This design comes from an exercise in tuning for small area on the open sky130 flow, not from production work.
Where RTL was checked, it was by simulation tests only, not by an equivalence proof against the original.
The clock port is modelled as an ideal driver, which makes a skipped or thinned clock tree look cheaper than it is; a real chip needs a root buffer or a tree.
Power figures rest on the tool's default switching activity, not on a simulated workload.

==> v26: inputs <==
==> flow/design.v <==
`timescale 1ns / 1ps
module matrix (
	input clk, rst,          
	input enable,
	input [3:0] in,          
	input [3:0] row,
	output buzzer,
	output [3:0] col,
	output [3:0] ctrl,
	output [7:0] segment
);
reg a0, a1, a2;
reg [2:0] c;
reg [9:0] h;
wire m4_0 = ~a1 & ~a0;
wire m4_2 = a1 & a0;
wire m4_3 = a1 & ~a0;
wire m5_4 = c[2] & ~c[1];
wire tick_disp = ~a2 & m4_3 & m5_4;
wire h_wrap = &h[9:5] & &h[2:0];
wire notstarted = &h[9:5] & h[3];
wire tick_sec = a2 & m4_3 & m5_4 & (h == 10'd499);
always @(posedge clk) begin
	if (rst) begin
		a0 <= 1'b0; a1 <= 1'b0; a2 <= 1'b0;
		c <= 3'b000;
		h <= 10'd1023;
	end
	else begin
		a0 <= ~a1;
		a1 <= a0;
		a2 <= a2 ^ m4_3;
		c <= {c[1:0], ~(c[2] | c[1])};
		if (tick_disp) begin
			if (h_wrap) h <= 10'd0;
			else h <= h + 10'd1;
		end
	end
end
wire [1:0] cidx = {a1, a1 ^ a0};
assign col = 4'b0001 << cidx;
reg [3:0] val;
always @(posedge clk) begin
	if (rst) val <= 4'h0;
	else if (row[0]) val <= {2'd0, cidx};
	else if (row[1]) val <= {2'd1, cidx};
	else if (row[2]) val <= {2'd2, cidx};
	else if (row[3]) val <= {2'd3, cidx};
end
reg [3:0] s0, s1, s2, s3;
reg buz, count;
reg decw;       
reg borrow;     
wire ld_any = tick_sec & ~enable;
wire ld0 = ld_any & (in == 4'b0001);
wire ld1 = ld_any & (in == 4'b0010);
wire ld2 = ld_any & (in == 4'b0100);
wire ld3 = ld_any & (in == 4'b1000);
wire arm = ld_any & ~(ld0 | ld1 | ld2 | ld3);
wire dec = tick_sec & enable & count;
wire zero = ({s3, s2, s1, s0} == 16'h0001);
wire active = dec | decw;
wire bin = dec | borrow;
wire [3:0] x = s0 - {3'b000, bin};
wire bout = (x == 4'd15);
wire [3:0] nv = bout ? (m4_0 ? 4'd5 : 4'd9) : x;
always @(posedge clk) begin
	s0 <= ld1 ? val : s1;
	s1 <= ld2 ? val : s2;
	s2 <= ld3 ? val : s3;
	if (notstarted) s3 <= 4'd0;
	else if (ld0) s3 <= val;
	else if (active) s3 <= nv;
	else s3 <= s0;
end
always @(posedge clk) begin
	decw <= dec | (decw & ~m4_2);
	borrow <= active & bout;
end
always @(posedge clk) begin
	if (rst) begin
		buz <= 1'b0;
		count <= 1'b0;
	end
	else if (arm) begin
		buz <= 1'b0;
		count <= 1'b1;
	end
	else if (dec & zero) begin
		buz <= 1'b1;
		count <= 1'b0;
	end
end
assign buzzer = buz;
reg [3:0] digit;
always @(*) begin
	case (h[1:0])
		2'b00: digit = s1;
		2'b01: digit = s2;
		2'b10: digit = s3;
		default: digit = s0;
	endcase
end
reg [3:0] sc;
always @(posedge clk) begin
	if (tick_disp && !(digit[3] && (digit[2] || digit[1]))) sc <= digit;
end
assign ctrl = notstarted ? 4'b1111 : ~(4'b0001 << h[1:0]);
wire w = sc[3], xx = sc[2], y = sc[1], z = sc[0];
wire sa = w | y | ~(xx ^ z);
wire sb = ~xx | ~(y ^ z);
wire sc_ = xx | ~y | z;
wire sd = w | (~xx & ~z) | (~xx & y) | (y & ~z) | (xx & ~y & z);
wire se = ~z & (~xx | y);
wire sf = w | (~y & ~z) | (xx & ~y) | (xx & ~z);
wire sg = w | (xx ^ y) | (y & ~z);
assign segment = notstarted ? 8'd0 : {sa, sb, sc_, sd, se, sf, sg, 1'b0};
endmodule
==> flow/flow/run.sh <==
#!/bin/bash
# Own layout flow: the standard ORFS flow (standard.sh), with these changes:
#  - synthesis maps with an area-oriented ABC script (flow/area.abc) and without
#    the adder-cell step; everything else in synthesis is ORFS's, unchanged, so the
#    registers are the standard synthesis's;
#  - the port buffers are buf_1 cells;
#  - CTS uses the arguments in flow/cts_args (no dummy loads).
# Each tool's output goes to the ORFS logs under orfs/logs/; make's to flow_make.log.
set -euo pipefail
W=$(pwd)
sed -e "s#log_cmd abc {\*}\$abc_args#set abc_args [list -script $W/flow/area.abc {*}\$lib_args {*}\$lib_dont_use_args]; log_cmd abc {*}\$abc_args#" \
	"$FLOW_HOME/scripts/synth.tcl" > "$W/own_synth.tcl"
grep -q "flow/area.abc" "$W/own_synth.tcl"
sed -e "s#source \$::env(SCRIPTS_DIR)/synth.tcl#source $W/own_synth.tcl#" \
	"$W/synth_recipe.tcl" > "$W/own_synth_recipe.tcl"
grep -q "own_synth.tcl" "$W/own_synth_recipe.tcl"
bash "$W/standard.sh" \
	SYNTH_SCRIPT="$W/own_synth_recipe.tcl" \
	ADDER_MAP_FILE= \
	BUFFER_PORTS_ARGS="-buffer_cell sky130_fd_sc_hd__buf_1" \
	CTS_ARGS="$(cat "$W/flow/cts_args")" \
	finish > "$W/flow_make.log" 2>&1
==> flow/flow/area.abc <==
strash
&get -n
&deepsyn -T 30
&put
dch -f
amap
topo
==> flow/flow/cts_args <==
-sink_clustering_enable -repair_clock_nets -dont_use_dummy_load
==> flow/standard.sh <==
#!/bin/bash
# synth_recipe.tcl (not shown) runs the flow's synth.tcl, then flattens the netlist and writes it again
# the make line also repeats each setting of config.mk as NAME=value (left out here)
make -C /OpenROAD-flow-scripts/flow DESIGN_CONFIG=/design/flow/config.mk WORK_HOME=/design/flow/orfs CLKGATE_MAP_FILE= SYNTH_SCRIPT=/design/flow/synth_recipe.tcl "${@:-finish}"
==> flow/config.mk <==
export PLATFORM = sky130hd
export DESIGN_NAME = matrix
export DESIGN_NICKNAME = matrix
export VERILOG_FILES = /design/flow/design.v
export SDC_FILE = /design/flow/constraint.sdc
export NUM_CORES = 4
export LEC_CHECK = 0
export ABC_AREA = 1
export CAP_MARGIN = 20
export CORE_MARGIN = 2
export CORE_UTILIZATION = 40
export SLEW_MARGIN = 20
==> flow/constraint.sdc <==
create_clock -name core_clock -period 10.0 [get_ports {clk}]
set_input_delay 2.0000 -clock core_clock [delete_from_list [all_inputs] [get_ports {clk}]]
set_output_delay 2.0000 -clock core_clock [all_outputs]
set_load 0.01 [all_outputs]
==> inputs of v33, as changes to v26 <==
==> flow/flow/run.sh (replaced) <==
#!/bin/bash
# Own layout flow: the standard ORFS flow (standard.sh), with these changes:
#  - synthesis maps with an area-oriented ABC script (flow/area.abc, run with
#    several seeds by flow/own_abc.tcl, keeping the smallest result) and without
#    the adder-cell step; everything else in synthesis is ORFS's, unchanged, so
#    the registers are the standard synthesis's;
#  - the port buffers are buf_1 cells;
#  - the clock tree is built by flow/own_cts.tcl (a root buffer and three
#    leaf buffers) in place of TritonCTS; the rest of the CTS step is ORFS's.
# Each tool's output goes to the ORFS logs under orfs/logs/; make's to flow_make.log.
set -euo pipefail
W=$(pwd)
sed -e "s#log_cmd abc {\*}\$abc_args#own_abc_best#" \
	"$FLOW_HOME/scripts/synth.tcl" > "$W/own_synth.tcl"
grep -q "own_abc_best" "$W/own_synth.tcl"
sed -e "s#source \$::env(SCRIPTS_DIR)/synth.tcl#source $W/flow/own_abc.tcl; source $W/own_synth.tcl#" \
	"$W/synth_recipe.tcl" > "$W/own_synth_recipe.tcl"
grep -q "own_synth.tcl" "$W/own_synth_recipe.tcl"
bash "$W/standard.sh" \
	SYNTH_SCRIPT="$W/own_synth_recipe.tcl" \
	ADDER_MAP_FILE= \
	BUFFER_PORTS_ARGS="-buffer_cell sky130_fd_sc_hd__buf_1" \
	PRE_CTS_TCL="$W/flow/own_cts.tcl" \
	finish > "$W/flow_make.log" 2>&1
==> flow/flow/own_abc.tcl (new file) <==
# Area-oriented technology mapping for the own flow. ABC's &deepsyn is a
# randomised search, so the mapping (flow/area.abc) is run with several seeds
# and the smallest mapped netlist is kept. Only the combinational logic
# changes: the flip-flops are already mapped when this runs.
set ::own_abc_dir [file dirname [file normalize [info script]]]
proc own_abc_area {} {
  global lib_args
  set r [tee -q -s result.string stat {*}$lib_args]
  if { ![regexp {Chip area for module[^:]*:\s*([0-9.]+)} $r -> a] } {
    error "own_abc_area: no chip area in stat output"
  }
  return $a
}
proc own_abc_best {} {
  global lib_args lib_dont_use_args
  set template [read [open [file join $::own_abc_dir area.abc]]]
  design -save own_pre_abc
  set best ""
  foreach seed {0 1 2 3 4 5 6 7} {
    set script [file join $::env(OBJECTS_DIR) own_area_seed$seed.abc]
    set f [open $script w]
    puts -nonewline $f [string map [list "&deepsyn -T 30" "&deepsyn -T 30 -S $seed"] $template]
    close $f
    design -load own_pre_abc
    log_cmd abc -script $script {*}$lib_args {*}$lib_dont_use_args
    set a [own_abc_area]
    puts "own_abc: seed $seed area $a"
    if { $best eq "" || $a < $best } {
      set best $a
      design -save own_best_abc
    }
  }
  design -load own_best_abc
  puts "own_abc: kept area $best"
}
==> flow/flow/own_cts.tcl (new file) <==
rename clock_tree_synthesis __orig_clock_tree_synthesis
proc __cts_buf {block master name x y} {
  set inst [odb::dbInst_create $block $master $name]
  $inst setLocation $x $y
  $inst setPlacementStatus PLACED
  return $inst
}
proc __cts_split {items idx k} {
  set items [lsort -integer -index $idx $items]
  set n [llength $items]
  set out {}
  for {set i 0} {$i < $k} {incr i} {
    lappend out [lrange $items [expr {$i * $n / $k}] [expr {($i + 1) * $n / $k - 1}]]
  }
  return $out
}
proc clock_tree_synthesis {args} {
  set block [ord::get_db_block]
  set db [ord::get_db]
  set leaf_master [$db findMaster sky130_fd_sc_hd__clkbuf_4]
  set clk_net [$block findNet clk]
  $clk_net setSigType CLOCK
  set sinks {}
  foreach it [$clk_net getITerms] {
    set bb [[$it getInst] getBBox]
    lappend sinks [list $it [expr {([$bb xMin] + [$bb xMax]) / 2}] [expr {([$bb yMin] + [$bb yMax]) / 2}]]
  }
  set groups {}
  foreach col [__cts_split $sinks 1 2] {
    foreach cell [__cts_split $col 2 2] { lappend groups $cell }
  }
  set k 0
  foreach g $groups {
    set sx 0; set sy 0
    set net [odb::dbNet_create $block clknet_leaf_$k]
    $net setSigType CLOCK
    foreach s $g {
      set it [lindex $s 0]
      set sx [expr {$sx + [lindex $s 1]}]
      set sy [expr {$sy + [lindex $s 2]}]
      $it disconnect
      $it connect $net
    }
    set x [expr {$sx / [llength $g]}]
    set y [expr {$sy / [llength $g]}]
    set b [__cts_buf $block $leaf_master clkbuf_leaf_$k $x $y]
    [$b findITerm A] connect $clk_net
    [$b findITerm X] connect $net
    incr k
  }
  puts "own CTS: $k clkbuf_4 on the clock port, [llength $sinks] clock pins"
}
removed: flow/flow/cts_args
==> inputs of v8, as changes to v26 <==
==> flow/design.v, changed modules only <==
module matrix (
	input clk, rst,          
	input enable,
	input [3:0] in,          
	input [3:0] row,
	output buzzer,
	output [3:0] col,
	output [3:0] ctrl,
	output [7:0] segment
);
reg a0, a1, a2;
reg [2:0] c;
reg [9:0] h;
wire m4_3 = a1 & ~a0;
wire m5_4 = c[2] & ~c[1];
wire tick_disp = ~a2 & m4_3 & m5_4;
wire h_wrap = (h == 10'd1000);
wire started = (h != 10'd0);
wire tick_sec = a2 & m4_3 & m5_4 & (h == 10'd500);
always @(posedge clk) begin
	if (rst) begin
		a0 <= 1'b0; a1 <= 1'b0; a2 <= 1'b0;
		c <= 3'b000;
		h <= 10'd0;
	end
	else begin
		a0 <= ~a1;
		a1 <= a0;
		a2 <= a2 ^ m4_3;
		c <= {c[1:0], ~(c[2] | c[1])};
		if (tick_disp) begin
			if (h_wrap) h <= 10'd1;
			else h <= h + 10'd1;
		end
	end
end
wire [2:0] p = h[2:0];
wire [1:0] cidx = {a1, a1 ^ a0};
assign col = 4'b0001 << cidx;
reg [3:0] val;
always @(posedge clk) begin
	if (rst) val <= 4'h0;
	else if (row[0]) val <= {2'd0, cidx};
	else if (row[1]) val <= {2'd1, cidx};
	else if (row[2]) val <= {2'd2, cidx};
	else if (row[3]) val <= {2'd3, cidx};
end
reg [3:0] d0, d1, d2, d3;
reg buz, count;
wire ld_any = tick_sec & ~enable;
wire s0 = (in == 4'b0001), s1 = (in == 4'b0010), s2 = (in == 4'b0100), s3 = (in == 4'b1000);
wire arm = ld_any & ~(s0 | s1 | s2 | s3);
wire dec = tick_sec & enable & count;
wire b0 = (d0 == 4'd0);
wire [3:0] x1 = d1 - b0;
wire b1 = (x1 == 4'd15);
wire [3:0] x2 = d2 - b1;
wire b2 = (x2 == 4'd15);
wire [3:0] x3 = d3 - b2;
wire b3 = (x3 == 4'd15);
wire [3:0] v0 = b0 ? 4'd9 : d0 - 4'd1;
wire [3:0] v1 = b1 ? 4'd5 : x1;
wire [3:0] v2 = b2 ? 4'd9 : x2;
wire [3:0] v3 = b3 ? 4'd9 : x3;
wire zero = ({d3, d2, d1, d0} == 16'h0001);
always @(posedge clk) begin
	if (rst) begin
		d0 <= 4'd0; d1 <= 4'd0; d2 <= 4'd0; d3 <= 4'd0;
		buz <= 1'b0; count <= 1'b0;
	end
	else begin
		if (ld_any & s0) d0 <= val; else if (dec) d0 <= v0;
		if (ld_any & s1) d1 <= val; else if (dec) d1 <= v1;
		if (ld_any & s2) d2 <= val; else if (dec) d2 <= v2;
		if (ld_any & s3) d3 <= val; else if (dec) d3 <= v3;
		if (arm) begin buz <= 1'b0; count <= 1'b1; end
		else if (dec & zero) begin buz <= 1'b1; count <= 1'b0; end
	end
end
assign buzzer = buz;
reg [3:0] digit;
always @(*) begin
	case (p[1:0])
		2'b00: digit = d0;
		2'b01: digit = d1;
		2'b10: digit = d2;
		default: digit = d3;
	endcase
end
reg [3:0] sc;
always @(posedge clk) begin
	if (rst) sc <= 4'd15;
	else if (tick_disp && digit <= 4'd9) sc <= digit;
end
wire [1:0] lastp = p[1:0] - 2'd1;
assign ctrl = started ? ~(4'b0001 << lastp) : 4'b1111;
wire [6:0] seg =
	(sc == 4'd0) ? 7'b1111110 :
	(sc == 4'd1) ? 7'b0110000 :
	(sc == 4'd2) ? 7'b1101101 :
	(sc == 4'd3) ? 7'b1111001 :
	(sc == 4'd4) ? 7'b0110011 :
	(sc == 4'd5) ? 7'b1011011 :
	(sc == 4'd6) ? 7'b1011111 :
	(sc == 4'd7) ? 7'b1110000 :
	(sc == 4'd8) ? 7'b1111111 :
	(sc == 4'd9) ? 7'b1111011 : 7'b0000000;
assign segment = {seg, 1'b0};
endmodule
==> flow/flow/run.sh (replaced) <==
#!/bin/bash
# Own layout flow: the standard ORFS flow, with three changes:
#  - synthesis maps with an area-oriented ABC script (flow/area.abc) instead of
#    ORFS's; everything before and after ABC is ORFS's synthesis unchanged, so the
#    registers are the standard synthesis's;
#  - the port buffers are buf_1 cells;
#  - CTS inserts no dummy loads.
set -euo pipefail
W=$(pwd)
# ORFS synth.tcl with only the ABC script swapped
sed -e "s#log_cmd abc {\*}\$abc_args#lset abc_args 1 $W/flow/area.abc; log_cmd abc {*}\$abc_args#" \
	"$FLOW_HOME/scripts/synth.tcl" > "$W/own_synth.tcl"
grep -q "flow/area.abc" "$W/own_synth.tcl"
sed -e "s#source \$::env(SCRIPTS_DIR)/synth.tcl#source $W/own_synth.tcl#" \
	"$W/synth_recipe.tcl" > "$W/own_synth_recipe.tcl"
grep -q "own_synth.tcl" "$W/own_synth_recipe.tcl"
CTS="-sink_clustering_enable -repair_clock_nets -dont_use_dummy_load"
if [[ -f "$W/flow/cts_args" ]]; then CTS=$(cat "$W/flow/cts_args"); fi
bash "$W/standard.sh" \
	SYNTH_SCRIPT="$W/own_synth_recipe.tcl" \
	BUFFER_PORTS_ARGS="-buffer_cell sky130_fd_sc_hd__buf_1" \
	CTS_ARGS="$CTS" \
	finish > "$W/flow_make.log" 2>&1
removed: flow/flow/cts_args
==> comparison table <==
                                                                    v26                       v8                      v33
Result of the run                               complete, no violations  complete, no violations  complete, no violations
Clk root buf                                                   clkbuf_8                 clkbuf_8                        -
Non-clock buffer area fraction after layout                       4.62%                    4.24%                        -
Net switching power                                           0.0671 mW                0.0665 mW                0.0569 mW
Critical path data required time                                8.00 ns                 10.16 ns                  8.00 ns
Worst slack on hold paths                                      0.437 ns                 0.440 ns                 0.434 ns
Total vias in the final route                                     1,676                    2,094                    1,685
Area after detailed placement                              0.00204 mm^2             0.00241 mm^2             0.00203 mm^2
Cell with the most instances on the worst path                   nor2_1                     ha_1                   nor2_1
Share of total power consumed by net switching                    22.5%                    23.2%                    21.7%
Rows                                                                 24                       27                       24
Critical Path Slowest Stage Cell                                dfxtp_1                   nor4_1                  dfxtp_1
Register-to-Register Path Depth                                      17                       14                       16
Non-clock buffer count                                               26                       27                        -
Only the layout flow was run in v8; the RTL was not checked for function there. In v33 the design's own scripts or RTL, not TritonCTS, make the clock network.

==> re-timing with driven ports <==
The results above use ideal ports. As a check the final layouts listed here were re-extracted and re-timed, cells and wires unchanged. Step 1: set_driving_cell puts a clkbuf_16 on clk and a buf_2 on each other input, an assumption about the parent block. Step 2, shift: input delay + t, output delay - t, t = (earliest + latest rising clock arrival at the registers) / 2. This alone moves slack from input paths to output paths. a / b / c = no drivers / after step 1 / after step 2; a / b = the first two.
run | t (ns) | setup WS [ns] | worst register clock-pin slew, ns
v26 | 0.315 | 5.894 / 5.867 / 6.088 | 0.08 / 0.08
v33 | 0.212 | 6.008 / 5.963 / 6.176 | 0.12 / 0.12
v8 | 0.315 | 6.202 / 6.202 / 6.202 | 0.08 / 0.08
After both steps every run listed still meets setup and hold.
